From an optimization exercise on the open Yosys and OpenROAD flow, aimed at small area, a short achievable clock period and few clock cycles; shortcuts taken in it are not production practice.
In this exercise RTL edits were held to simulation tests only and were not proved equivalent to the original.

==> flow/design.v (excerpt) <==
module scr1_pipe_ialu (
    input   logic                           clk,
    input   logic                           rst_n,
    input   logic                           exu2ialu_rvm_cmd_vd_i,
    output  logic                           ialu2exu_rvm_res_rdy_o,
    input   logic [32-1:0]          exu2ialu_main_op1_i,
    input   logic [32-1:0]          exu2ialu_main_op2_i,
    input   logic [SCR1_IALU_CMD_WIDTH_E-1:0] exu2ialu_cmd_i,
    output  logic [32-1:0]          ialu2exu_main_res_o,
    output  logic                           ialu2exu_cmp_res_o,
    input   logic [32-1:0]          exu2ialu_addr_op1_i,
    input   logic [32-1:0]          exu2ialu_addr_op2_i,
    output  logic [32-1:0]          ialu2exu_addr_res_o
);
make LEC_CHECK=0 ABC_AREA=1 CAP_MARGIN=20 CORE_MARGIN=2 CORE_UTILIZATION=55 SETUP_SLACK_MARGIN=5 SLEW_MARGIN=20 TNS_END_PERCENT=0 finish   # period 16.5 ns
run.sh (not shown) runs the stock make flow with config.mk's settings and CLKGATE_MAP_FILE= SYNTH_SCRIPT=/design/flow/synth_recipe.tcl, a recipe that flattens the netlist after the stock synthesis.
Testbench counts at the start, summed over its fixed seeds: cycles 38,987.
Next try:
--- a/flow/design.v
+++ b/flow/design.v
@@ -324,15 +324,17 @@
 assign div_res = busy_ff ? neg_out : div_rem ? a : {32{div_b_zero}};
 logic [31:0] mul_res;
 logic [63:0] mul_acc_next;
 logic [1:0]  mul_ny;             
 logic        mul_swap;
 logic [31:0] mul_x, mul_y;
 logic [8:0]  mul_c_next;
-logic [8:0]  mul_c_ff;           
+logic [11:0] mul_bd_ff;          
+logic        mul_u_ff;           
+logic [11:0] mul_bd_next;
 logic        mul_sx_ff, mul_sy_ff, mul_first_ff;
 function automatic logic [1:0] sig_bytes(input logic [31:0] y, input logic sgn);
     logic s;
     logic [3:0] ext;             
     s = sgn & y[31];
     for (int i = 1; i < 4; i++)
         ext[i] = (y[8*i +: 8] == {8{s}}) & (~sgn | (y[8*i-1] == s));
@@ -342,14 +344,21 @@
     else if (~ext[1])           sig_bytes = 2'd1;
     else                        sig_bytes = 2'd0;
 endfunction
 always_comb begin
     logic [1:0] idx;
     idx = busy_ff ? 2'(cnt_ff - 4'd1) : mul_ny;
     mul_c_next = {mul_y[8*idx +: 8], (idx == 2'd0) ? 1'b0 : mul_y[8*idx - 1]};
+    for (int j = 0; j < 4; j++) begin
+        logic [2:0] t;
+        t = mul_c_next[2*j +: 3];
+        mul_bd_next[3*j +: 3] = {t[2] & ~(t[1] & t[0]),
+                                 t[1] ^ t[0],
+                                 t[2] ? (~t[1] & ~t[0]) : (t[1] & t[0])};
+    end
 end
 always_comb begin
     logic [1:0] ny_a, ny_b;
     ny_a     = sig_bytes(a, mul_a_sgn);
     ny_b     = sig_bytes(b, mul_b_sgn);
     mul_swap = (ny_a < ny_b);
     mul_x    = mul_swap ? b : a;
@@ -374,31 +383,25 @@
     bk_add64 = h ^ {g[62:0], 1'b0};
 endfunction
 function automatic logic [127:0] csa64(input logic [63:0] x, input logic [63:0] y, input logic [63:0] z);
     csa64 = {x ^ y ^ z, ((x & y) | (x & z) | (y & z)) << 1};
 endfunction
 always_comb begin
     logic [32:0] xs;             
-    logic [8:0]  ce;             
     logic        u;
     logic [63:0] accrow, negs;
     logic [63:0] br [4];
     logic [63:0] s1, c1, s2, c2, s3, c3, s4, c4, s5, c5;
     xs   = {mul_sx_ff, dvs_ff};
-    ce   = mul_c_ff;
-    u    = mul_first_ff & ~mul_sy_ff & ce[8];
+    u    = mul_u_ff;
     negs = '0;
     for (int j = 0; j < 4; j++) begin
-        logic [2:0]  t;
         logic        neg, one, two;
         logic [33:0] m, r;
-        t   = ce[2*j +: 3];
-        neg = t[2] & ~(t[1] & t[0]);
-        one = t[1] ^ t[0];
-        two = t[2] ? (~t[1] & ~t[0]) : (t[1] & t[0]);
+        {neg, one, two} = mul_bd_ff[3*j +: 3];
         m   = ({34{one}} & {xs[32], xs}) | ({34{two}} & {xs, 1'b0});
         r   = m ^ {34{neg}};
         br[j] = {30'd0, ~r[33], r[32:0]} << (2 * j);
         negs[2*j] = neg;
     end
     accrow = mul_first_ff ? ({{31{u & xs[32]}}, xs & {33{u}}} << 8)
                           : {hi_ff[23:0], lo_ff[31:0], 8'd0};
@@ -427,15 +430,16 @@
 end
 always_ff @(posedge clk) begin
     cnt_ff    <= cnt_next;
     hi_ff     <= hi_next;
     lo_ff     <= lo_next;
     dvs_ff    <= cmd_mul ? mul_x : (b ^ {32{~div_b_neg}});
     dvs_ci_ff <= ~div_b_neg;
-    mul_c_ff  <= mul_c_next;
+    mul_bd_ff <= mul_bd_next;
+    mul_u_ff  <= ~busy_ff & ~(mul_swap ? mul_a_sgn : mul_b_sgn) & mul_c_next[8];
     mul_sx_ff <= mul_swap ? (mul_b_sgn & b[31]) : (mul_a_sgn & a[31]);
     mul_sy_ff <= mul_swap ? mul_a_sgn : mul_b_sgn;
     mul_first_ff <= ~busy_ff;
     neg_q_ff  <= div_a_neg ^ div_b_neg;
     neg_r_ff  <= div_a_neg;
 end
 always_comb begin
Non-clock buffer count went down by 60. Routed wire length went down by 3.8%. Die area rises by 0.38%. Worst setup slack gets better by 110 ps. Flip-flop and latch count went up by 3. Design area came out lower by 3.5%. Global-route usage went down by 1.9 points. Utilization is lower by 2.5 points.
Testbench counts after the change, summed over its fixed seeds: cycles 38,987.

========
Setup of cedar:
Another version of the RTL of scr1_pipe_ialu (not shown whole).
Size in the first run: ~5800 cells after synthesis, about 120 flip-flops, ~200 I/O pins.
Settings: LEC_CHECK=0, ABC_AREA=1, CAP_MARGIN=20, CORE_MARGIN=2, CORE_UTILIZATION=40, SETUP_SLACK_MARGIN=5, SLEW_MARGIN=20; clock period 16.5 ns.
Having completed the whole flow, cedar delivered a layout that passed the timing, DRC and antenna checks.
Testbench counts of cedar, summed over its fixed seeds: cycles 38,987.
diff inputs: cedar => juniper
--- a/flow/design.v
+++ b/flow/design.v
@@ -351,42 +351,68 @@
     logic [1:0] ny_a, ny_b;
     ny_a     = sig_bytes(a, mul_a_sgn);
     ny_b     = sig_bytes(b, mul_b_sgn);
     mul_swap = (ny_a < ny_b);
     mul_x    = mul_swap ? b : a;
     mul_y    = mul_swap ? a : b;
     mul_ny   = mul_swap ? ny_a : ny_b;
 end
+function automatic logic [63:0] bk_add64(input logic [63:0] x, input logic [63:0] y);
+    logic [63:0] g, p, h;
+    g = x & y;
+    h = x ^ y;
+    p = h;
+    for (int d = 1; d < 64; d = d * 2)
+        for (int i = 2 * d - 1; i < 64; i = i + 2 * d) begin
+            g[i] = g[i] | (p[i] & g[i - d]);
+            p[i] = p[i] & p[i - d];
+        end
+    for (int d = 16; d >= 1; d = d / 2)
+        for (int i = 3 * d - 1; i < 64; i = i + 2 * d) begin
+            g[i] = g[i] | (p[i] & g[i - d]);
+            p[i] = p[i] & p[i - d];
+        end
+    bk_add64 = h ^ {g[62:0], 1'b0};
+endfunction
+function automatic logic [127:0] csa64(input logic [63:0] x, input logic [63:0] y, input logic [63:0] z);
+    csa64 = {x ^ y ^ z, ((x & y) | (x & z) | (y & z)) << 1};
+endfunction
 always_comb begin
     logic [32:0] xs;             
     logic [8:0]  ce;             
     logic        u;
-    logic [63:0] accrow, rows, negs;
+    logic [63:0] accrow, negs;
+    logic [63:0] br [4];
+    logic [63:0] s1, c1, s2, c2, s3, c3, s4, c4, s5, c5;
     xs   = {mul_sx_ff, dvs_ff};
     ce   = mul_c_ff;
     u    = mul_first_ff & ~mul_sy_ff & ce[8];
-    rows = '0;
     negs = '0;
     for (int j = 0; j < 4; j++) begin
         logic [2:0]  t;
         logic        neg, one, two;
         logic [33:0] m, r;
         t   = ce[2*j +: 3];
         neg = t[2] & ~(t[1] & t[0]);
         one = t[1] ^ t[0];
         two = t[2] ? (~t[1] & ~t[0]) : (t[1] & t[0]);
         m   = ({34{one}} & {xs[32], xs}) | ({34{two}} & {xs, 1'b0});
         r   = m ^ {34{neg}};
-        rows = rows + ({30'd0, ~r[33], r[32:0]} << (2 * j));
+        br[j] = {30'd0, ~r[33], r[32:0]} << (2 * j);
         negs[2*j] = neg;
     end
     accrow = mul_first_ff ? ({{31{u & xs[32]}}, xs & {33{u}}} << 8)
                           : {hi_ff[23:0], lo_ff[31:0], 8'd0};
-    mul_acc_next = accrow + rows + negs + 64'hFFFF_FF56_0000_0000;
+    {s1, c1} = csa64(accrow, br[0], br[1]);
+    {s2, c2} = csa64(br[2], br[3], negs);
+    {s3, c3} = csa64(s1, c1, s2);
+    {s4, c4} = csa64(s3, c3, c2);
+    {s5, c5} = csa64(s4, c4, 64'hFFFF_FF56_0000_0000);
+    mul_acc_next = bk_add64(s5, c5);
 end
 assign mul_res = mul_hi ? mul_acc_next[63:32] : mul_acc_next[31:0];
 assign mdu_rdy = busy_ff ? cnt_zero : (cmd_div & div_imm);
 assign mdu_res = cmd_mul ? mul_res : div_res;
 always_comb begin
     if (busy_ff)      cnt_next = cnt_ff - 4'd1;
     else if (cmd_mul) cnt_next = {2'd0, mul_ny};
     else              cnt_next = div_m - 4'd1;
### Flow results
juniper reached the final stage; the timing, DRC and antenna checks on its layout passed.
Summary of juniper over cedar: starting utilization of the core area about even, delay of the slowest cell on the worst path rose 90 ps, fmax fell 0.33%.
Number of search-and-repair iterations in the first detailed-routing pass, juniper and cedar, lower one = cedar.
Between juniper and cedar, it is juniper whose minimum period implied by the final worst setup slack is higher, by 40 ps.
Testbench counts of juniper, summed over its fixed seeds: cycles 38,987.

==> what the ideal ports hide <==
The results above use ideal ports. As a check the final layouts listed here were re-extracted and re-timed, cells and wires unchanged. Step 1: set_driving_cell puts a clkbuf_16 on clk and a buf_2 on each other input, an assumption about the parent block. Step 2 times the ports against the registers' clock, not the clock port: input delays grow and output delays shrink by t, the midpoint of the rising clock arrivals with the driver on. Slacks: ideal ports / drivers / drivers and shift; pairs: ideal ports / drivers.
run	t (ns)	setup slack, ns	worst setup path after step 2	worst data-port slew with drivers (ns)	pins driven straight from the clock port
the first run of note 1	0.521	4.067 / 4.000 / 4.236	register to register	0.07	1
the second run of note 1	0.530	4.176 / 4.106 / 4.232	input to register	0.06	1
cedar	0.513	4.546 / 4.478 / 4.663	input to output	0.07	1
juniper	0.536	4.506 / 4.437 / 4.707	register to register	0.06	1
After both steps setup and hold are still met in every run listed.
